This is an optimization exercise on Yosys and OpenROAD, whose aim is small area and a short achievable clock period, not a production implementation. No driver is modelled on the clock port, so clock power and skew are understated where the tree is cut down; a real chip needs a root buffer or a tree.

==> build 85 <==
==> flow/design.v <==
module PacketArbiter #
 ( parameter WIDTH = 8,
   parameter DEPTH = 8,
   parameter DLOG2 = 3,
   parameter KLOG2 = 3)
 ( input   clk,
   input   reset,
   input  [WIDTH-1:0]  A_tdata,
   input   A_tvalid,
   input   A_tlast,
   output reg A_tready,
   input  [WIDTH-1:0]  B_tdata,
   input   B_tvalid,
   input   B_tlast,
   output reg B_tready,
   output reg [WIDTH-1:0]  K_tdata,
   output reg K_tvalid,
   output reg K_tlast,
   input   K_tready);
  reg [WIDTH-1:0] A_mem [0:DEPTH-1];
  reg [WIDTH-1:0] B_mem [0:DEPTH-1];
  reg [WIDTH-1:0] K_mem [0:DEPTH-1];
  reg [DLOG2-1:0] wa, wb, lenA, lenB;
  reg [DEPTH-1:0] ra, rb;    
  reg [KLOG2-1:0] kw, kr;
  reg grant;
  wire endA = (lenA != 0) && (lenA == kw);
  wire endB = (lenB != 0) && (lenB == kw);
  wire endc = grant ? endB : endA;
  wire klast = grant ? ((lenA != 0) && (lenA == kr))
                     : ((lenB != 0) && (lenB == kr));
  always @(posedge clk, posedge reset) begin
    if (reset) begin
      wa <= 0; wb <= 0; lenA <= 0; lenB <= 0;
      A_tready <= 1'b0; B_tready <= 1'b0;
    end else begin
      if (A_tvalid) begin
        A_tready <= ~A_tlast;
        wa <= A_tlast ? {DLOG2{1'b0}} : wa + 1'b1;
        if (A_tlast) lenA <= wa;
      end
      if (B_tvalid) begin
        B_tready <= ~B_tlast;
        wb <= B_tlast ? {DLOG2{1'b0}} : wb + 1'b1;
        if (B_tlast) lenB <= wb;
      end
    end
  end
  always @(posedge clk, posedge reset) begin
    if (reset) begin
      ra <= 1; rb <= 1; kw <= 0; grant <= 1'b0;
    end else begin
      if (grant) rb <= {rb[DEPTH-2:0], rb[DEPTH-1]};
      else       ra <= {ra[DEPTH-2:0], ra[DEPTH-1]};
      kw <= endc ? {KLOG2{1'b0}} : kw + 1'b1;
      grant <= grant ^ endc;
    end
  end
  always @(posedge clk, posedge reset) begin
    if (reset) begin
      kr <= 0; K_tvalid <= 1'b0; K_tlast <= 1'b0;
    end else if (K_tready) begin
      K_tvalid <= 1'b1;
      K_tlast <= klast;
      kr <= klast ? {KLOG2{1'b0}} : kr + 1'b1;
    end
  end
  wire [DEPTH-1:0] sa, sb, sk;
  genvar j;
  generate
    for (j = 0; j < DEPTH; j = j + 1) begin : g_sel
      assign sa[j] = ~grant & ra[j];
      assign sb[j] =  grant & rb[j];
      assign sk[j] = (kr == j);
    end
  endgenerate
  reg [WIDTH-1:0] crd, krd;
  integer i;
  always @* begin
    crd = {WIDTH{1'b0}};
    krd = {WIDTH{1'b0}};
    for (i = 0; i < DEPTH; i = i + 1) begin
      crd = crd | ({WIDTH{sa[i]}} & A_mem[i]) | ({WIDTH{sb[i]}} & B_mem[i]);
      krd = krd | ({WIDTH{sk[i]}} & K_mem[i]);
    end
  end
  always @(posedge clk) begin
    if (A_tvalid && !reset) A_mem[wa] <= A_tdata;
    if (B_tvalid && !reset) B_mem[wb] <= B_tdata;
    if (!reset) K_mem[kw] <= crd;
    if (K_tready) K_tdata <= krd;
  end
endmodule
==> flow/flow/run.sh <==
#!/bin/bash
# Standard ORFS layout, except that the clock tree is built by flow/cts_pre.tcl
# (hooked in through PRE_CTS_TCL) instead of TritonCTS. make's output goes to
# make.log here; ORFS's per-step logs stay under orfs/logs.
set -euo pipefail
here=$(pwd)
bash standard.sh "PRE_CTS_TCL=$here/flow/cts_pre.tcl" finish > make.log 2>&1
==> flow/flow/cts_pre.tcl <==
# Sourced by ORFS's cts.tcl before clock_tree_synthesis (PRE_CTS_TCL): builds
# a two-level clock tree by hand (the clock port drives 4 mid buffers, which
# drive 8 leaf buffers, each leaf driving about 30 flip-flops), then turns
# the clock_tree_synthesis call that follows into a no-op.
source [file join [file dirname [info script]] mycts.tcl]
mycts_run 4 8 sky130_fd_sc_hd__clkbuf_16 sky130_fd_sc_hd__clkbuf_16
set_propagated_clock [all_clocks]
proc clock_tree_synthesis {args} {
  puts "clock_tree_synthesis skipped: manual clock tree in place"
}
==> flow/flow/mycts.tcl <==
proc mycts_centre {items} {
  set sx 0; set sy 0
  foreach s $items { set sx [expr {$sx + [lindex $s 1]}]; set sy [expr {$sy + [lindex $s 2]}] }
  set n [llength $items]
  return [list [expr {int($sx / $n)}] [expr {int($sy / $n)}]]
}
proc mycts_split {items ngroups} {
  set groups [list $items]
  set axis 0
  while {[llength $groups] < $ngroups} {
    set ng {}
    foreach g $groups {
      set idx [expr {$axis ? 2 : 1}]
      set s [lsort -real -index $idx $g]
      set h [expr {[llength $s] / 2}]
      lappend ng [lrange $s 0 [expr {$h - 1}]] [lrange $s $h end]
    }
    set groups $ng
    set axis [expr {1 - $axis}]
  }
  return $groups
}
proc mycts_buf {name cell xy innet} {
  set block [ord::get_db_block]
  set m [[ord::get_db] findMaster $cell]
  set b [odb::dbInst_create $block $m $name]
  set w [$m getWidth]
  $b setLocation [expr {[lindex $xy 0] - $w / 2}] [lindex $xy 1]
  $b setPlacementStatus PLACED
  set net [odb::dbNet_create $block net_$name]
  $net setSigType CLOCK
  [$b findITerm A] connect $innet
  [$b findITerm X] connect $net
  return $net
}
proc mycts_run {nmid nleaf midcell leafcell} {
  set block [ord::get_db_block]
  set clknet [$block findNet clk]
  $clknet setSigType CLOCK
  set sinks {}
  foreach it [$clknet getITerms] {
    set bb [[$it getInst] getBBox]
    lappend sinks [list $it [expr {([$bb xMin] + [$bb xMax]) / 2.0}] [expr {([$bb yMin] + [$bb yMax]) / 2.0}]]
  }
  set leaves {}
  set i 0
  foreach g [mycts_split $sinks $nleaf] {
    set c [mycts_centre $g]
    lappend leaves [list $g [lindex $c 0] [lindex $c 1] $i]
    incr i
  }
  set j 0
  foreach mg [mycts_split $leaves $nmid] {
    set mnet [mycts_buf clkmid_$j $midcell [mycts_centre $mg] $clknet]
    foreach lf $mg {
      set lnet [mycts_buf clkleaf_[lindex $lf 3] $leafcell [lrange $lf 1 2] $mnet]
      foreach s [lindex $lf 0] {
        set it [lindex $s 0]
        $it disconnect
        $it connect $lnet
      }
    }
    incr j
  }
}
==> flow/standard.sh <==
#!/bin/bash
# synth_recipe.tcl (not shown) runs the flow's synth.tcl, then flattens the netlist and writes it again
# the make line also repeats each setting of config.mk as NAME=value (left out here)
make -C /OpenROAD-flow-scripts/flow DESIGN_CONFIG=/design/flow/config.mk WORK_HOME=/design/flow/orfs CLKGATE_MAP_FILE= SYNTH_SCRIPT=/design/flow/synth_recipe.tcl "${@:-finish}"
==> flow/config.mk <==
export PLATFORM = sky130hd
export DESIGN_NAME = PacketArbiter
export DESIGN_NICKNAME = PacketArbiter
export VERILOG_FILES = /design/flow/design.v
export SDC_FILE = /design/flow/constraint.sdc
export NUM_CORES = 4
export LEC_CHECK = 0
export CAP_MARGIN = 20
export CORE_MARGIN = 2
export CORE_UTILIZATION = 60
export SETUP_SLACK_MARGIN = 2.3
export SLEW_MARGIN = 20
==> flow/constraint.sdc <==
create_clock -name core_clock -period 4.0 [get_ports {clk}]
set_input_delay 0.8000 -clock core_clock [delete_from_list [all_inputs] [get_ports {clk}]]
set_output_delay 0.8000 -clock core_clock [all_outputs]
set_load 0.01 [all_outputs]
==> inputs of build 34, as changes to build 85 <==
==> flow/design.v (replaced) <==
module PacketArbiter #
 ( parameter WIDTH = 8,
   parameter DEPTH = 8,
   parameter DLOG2 = 3,
   parameter KLOG2 = 3)
 ( input   clk,
   input   reset,
   input  [WIDTH-1:0]  A_tdata,
   input   A_tvalid,
   input   A_tlast,
   output reg A_tready,
   input  [WIDTH-1:0]  B_tdata,
   input   B_tvalid,
   input   B_tlast,
   output reg B_tready,
   output reg [WIDTH-1:0]  K_tdata,
   output reg K_tvalid,
   output reg K_tlast,
   input   K_tready);
  function [2:0] inc3(input [2:0] v);
    inc3 = {v[2] ^ (v[1] & v[0]), v[1] ^ v[0], ~v[0]};
  endfunction
  function [7:0] jdec(input [3:0] j);
    jdec = { j[3] & ~j[2], j[2] & ~j[1], j[1] & ~j[0], j[3] &  j[0],
             j[2] & ~j[3], j[1] & ~j[2], j[0] & ~j[1], ~j[3] & ~j[0]};
  endfunction
  reg [WIDTH-1:0] A_mem [0:DEPTH-1];
  reg [WIDTH-1:0] B_mem [0:DEPTH-1];
  reg [WIDTH-1:0] K_mem [0:DEPTH-1];
  reg [2:0] wa, wb, lenA, lenB, kw;
  reg [3:0] ra, rb;              
  reg [DEPTH-1:0] kr;            
  reg grant;
  reg [2:0] lsel;    
  reg [WIDTH-1:0] cdata;
  reg [DEPTH-1:0] kwe;
  wire endA = (lenA != 0) && (lenA == kw);
  wire endB = (lenB != 0) && (lenB == kw);
  wire endc = grant ? endB : endA;
  wire [DEPTH-1:0] krn = {kr[DEPTH-1:1], 1'b0};
  wire klast = krn[lsel];
  wire [2:0] lenA_n = (A_tvalid && A_tlast) ? wa : lenA;
  wire [2:0] lenB_n = (B_tvalid && B_tlast) ? wb : lenB;
  wire grant_n = grant ^ endc;
  always @(posedge clk, posedge reset) begin
    if (reset) begin
      wa <= 0; wb <= 0; lenA <= 0; lenB <= 0;
      A_tready <= 1'b0; B_tready <= 1'b0;
    end else begin
      if (A_tvalid) begin
        A_tready <= ~A_tlast;
        wa <= A_tlast ? 3'd0 : inc3(wa);
        if (A_tlast) lenA <= wa;
      end
      if (B_tvalid) begin
        B_tready <= ~B_tlast;
        wb <= B_tlast ? 3'd0 : inc3(wb);
        if (B_tlast) lenB <= wb;
      end
    end
  end
  always @(posedge clk, posedge reset) begin
    if (reset) begin
      ra <= 0; rb <= 0; kw <= 0; grant <= 1'b0; lsel <= 0;
    end else begin
      lsel <= grant_n ? lenA_n : lenB_n;
      if (grant) rb <= {rb[2:0], ~rb[3]};
      else       ra <= {ra[2:0], ~ra[3]};
      kw <= endc ? 3'd0 : inc3(kw);
      grant <= grant_n;
    end
  end
  always @(posedge clk, posedge reset) begin
    if (reset) begin
      kr <= 1; K_tvalid <= 1'b0; K_tlast <= 1'b0;
    end else if (K_tready) begin
      K_tvalid <= 1'b1;
      K_tlast <= klast;
      kr <= klast ? {{(DEPTH-1){1'b0}}, 1'b1} : {kr[DEPTH-2:0], kr[DEPTH-1]};
    end
  end
  wire [DEPTH-1:0] sa = jdec(ra);
  wire [DEPTH-1:0] sb = jdec(rb);
  reg [WIDTH-1:0] crd, krd;
  integer i;
  always @* begin
    crd = {WIDTH{1'b0}};
    krd = {WIDTH{1'b0}};
    for (i = 0; i < DEPTH; i = i + 1) begin
      crd = crd | ({WIDTH{~grant & sa[i]}} & A_mem[i])
                | ({WIDTH{ grant & sb[i]}} & B_mem[i]);
      krd = krd | ({WIDTH{kr[i]}} & K_mem[i]);
    end
  end
  wire kbyp = |(kwe & kr);
  always @(posedge clk) begin
    if (A_tvalid && !reset) A_mem[wa] <= A_tdata;
    if (B_tvalid && !reset) B_mem[wb] <= B_tdata;
    cdata <= crd;
    for (i = 0; i < DEPTH; i = i + 1) begin
      kwe[i] <= !reset && kw == i;
      if (kwe[i]) K_mem[i] <= cdata;
    end
    if (K_tready) K_tdata <= kbyp ? cdata : krd;
  end
endmodule
==> flow/flow/run.sh (replaced) <==
#!/bin/bash
# Standard ORFS layout, except that:
# - the clock tree is built by flow/cts_pre.tcl (hooked in through PRE_CTS_TCL)
#   instead of TritonCTS;
# - the port buffers are buf_2 cells (BUFFER_PORTS_ARGS).
# make's output goes to make.log here; ORFS's per-step logs stay under orfs/logs.
set -euo pipefail
here=$(pwd)
bash standard.sh "PRE_CTS_TCL=$here/flow/cts_pre.tcl" \
  "BUFFER_PORTS_ARGS=-buffer_cell sky130_fd_sc_hd__buf_2" \
  finish > make.log 2>&1
==> flow/flow/cts_pre.tcl (replaced) <==
# Sourced by ORFS's cts.tcl before clock_tree_synthesis (PRE_CTS_TCL): builds
# a two-level clock tree by hand (the clock port drives 4 mid buffers, which
# drive 10 leaf buffers, each leaf driving about 26 flip-flops), then turns
# the clock_tree_synthesis call that follows into a no-op.
source [file join [file dirname [info script]] mycts.tcl]
mycts_run 4 10 sky130_fd_sc_hd__clkbuf_16 sky130_fd_sc_hd__clkbuf_16
set_propagated_clock [all_clocks]
proc clock_tree_synthesis {args} {
  puts "clock_tree_synthesis skipped: manual clock tree in place"
}
--- a/flow/flow/mycts.tcl
+++ b/flow/flow/mycts.tcl
@@ -4,21 +4,17 @@
   set n [llength $items]
   return [list [expr {int($sx / $n)}] [expr {int($sy / $n)}]]
 }
-proc mycts_split {items ngroups} {
-  set groups [list $items]
-  set axis 0
-  while {[llength $groups] < $ngroups} {
-    set ng {}
-    foreach g $groups {
-      set idx [expr {$axis ? 2 : 1}]
-      set s [lsort -real -index $idx $g]
-      set h [expr {[llength $s] / 2}]
-      lappend ng [lrange $s 0 [expr {$h - 1}]] [lrange $s $h end]
-    }
-    set groups $ng
-    set axis [expr {1 - $axis}]
-  }
-  return $groups
+proc mycts_split {items ngroups {axis 0}} {
+  # cut items into ngroups groups of near-equal size, alternating the cut axis
+  if {$ngroups <= 1} { return [list $items] }
+  set n1 [expr {$ngroups / 2}]
+  set n2 [expr {$ngroups - $n1}]
+  set idx [expr {$axis ? 2 : 1}]
+  set s [lsort -real -index $idx $items]
+  set h [expr {int(round([llength $s] * double($n1) / $ngroups))}]
+  set next [expr {1 - $axis}]
+  return [concat [mycts_split [lrange $s 0 [expr {$h - 1}]] $n1 $next] \
+                 [mycts_split [lrange $s $h end] $n2 $next]]
 }
 proc mycts_buf {name cell xy innet} {
   set block [ord::get_db_block]
Settings changed: ABC_CLOCK_PERIOD_IN_PS set to 1000.
==> results.sh <==
export IMPL_die_area_um2=17000
export IMPL_outcome="no timing/DRC/antenna violations"
export IMPL_multi_input_gates=293
export IMPL_synthSimpleGateAreaFrac_pct=4.62
export IMPL_synthAdderAreaFrac_pct=1.04
export IMPL_synth_nets=638
export IMPL_row_count=46
the above is filed under build 34

==> results.sh <==
export IMPL_synth_nets=568
export IMPL_synthAdderAreaFrac_pct=1.24
export IMPL_outcome="no timing/DRC/antenna violations"
export IMPL_row_count=45
export IMPL_synthCells=536
export IMPL_grt_pass1_wl_mm=30.8
the above is filed under build 85

No functional check of the RTL was part of any run of this note. No run of this note takes its clock network from TritonCTS; it comes from the design's own scripts or RTL.

==> port drivers added, routing unchanged <==
In the flow no input, the clock included, has a driving cell. The finished layouts below were timed again as built, in two steps. Step 1, drivers: a clkbuf_16 drives clk and a buf_2 each remaining input, both assumed. Step 2 times the ports against the registers' clock, not the clock port: input delays grow and output delays shrink by t, the midpoint of the rising clock arrivals with the driver on. a / b / c = ideal ports / drivers / drivers and shift; a / b = the first two.
| run | t, ns | slack for setup (ns) | slew at the worst register clock pin (ns) | worst slew at a driven data input, ns | cell pins on the clock port's net |
|---|---|---|---|---|---|
| build 85 | 0.386 | 2.028 / 2.028 / 1.988 | 0.12 / 0.12 | 0.06 | 4 |
| build 34 | 0.390 | 2.250 / 2.250 / 2.012 | 0.10 / 0.10 | 0.05 | 4 |
After both steps setup and hold are still met in every run listed. For build 34, which loses most, drivers alone change the setup slack by 0.000 ns; drivers and shift together by -0.238 ns.
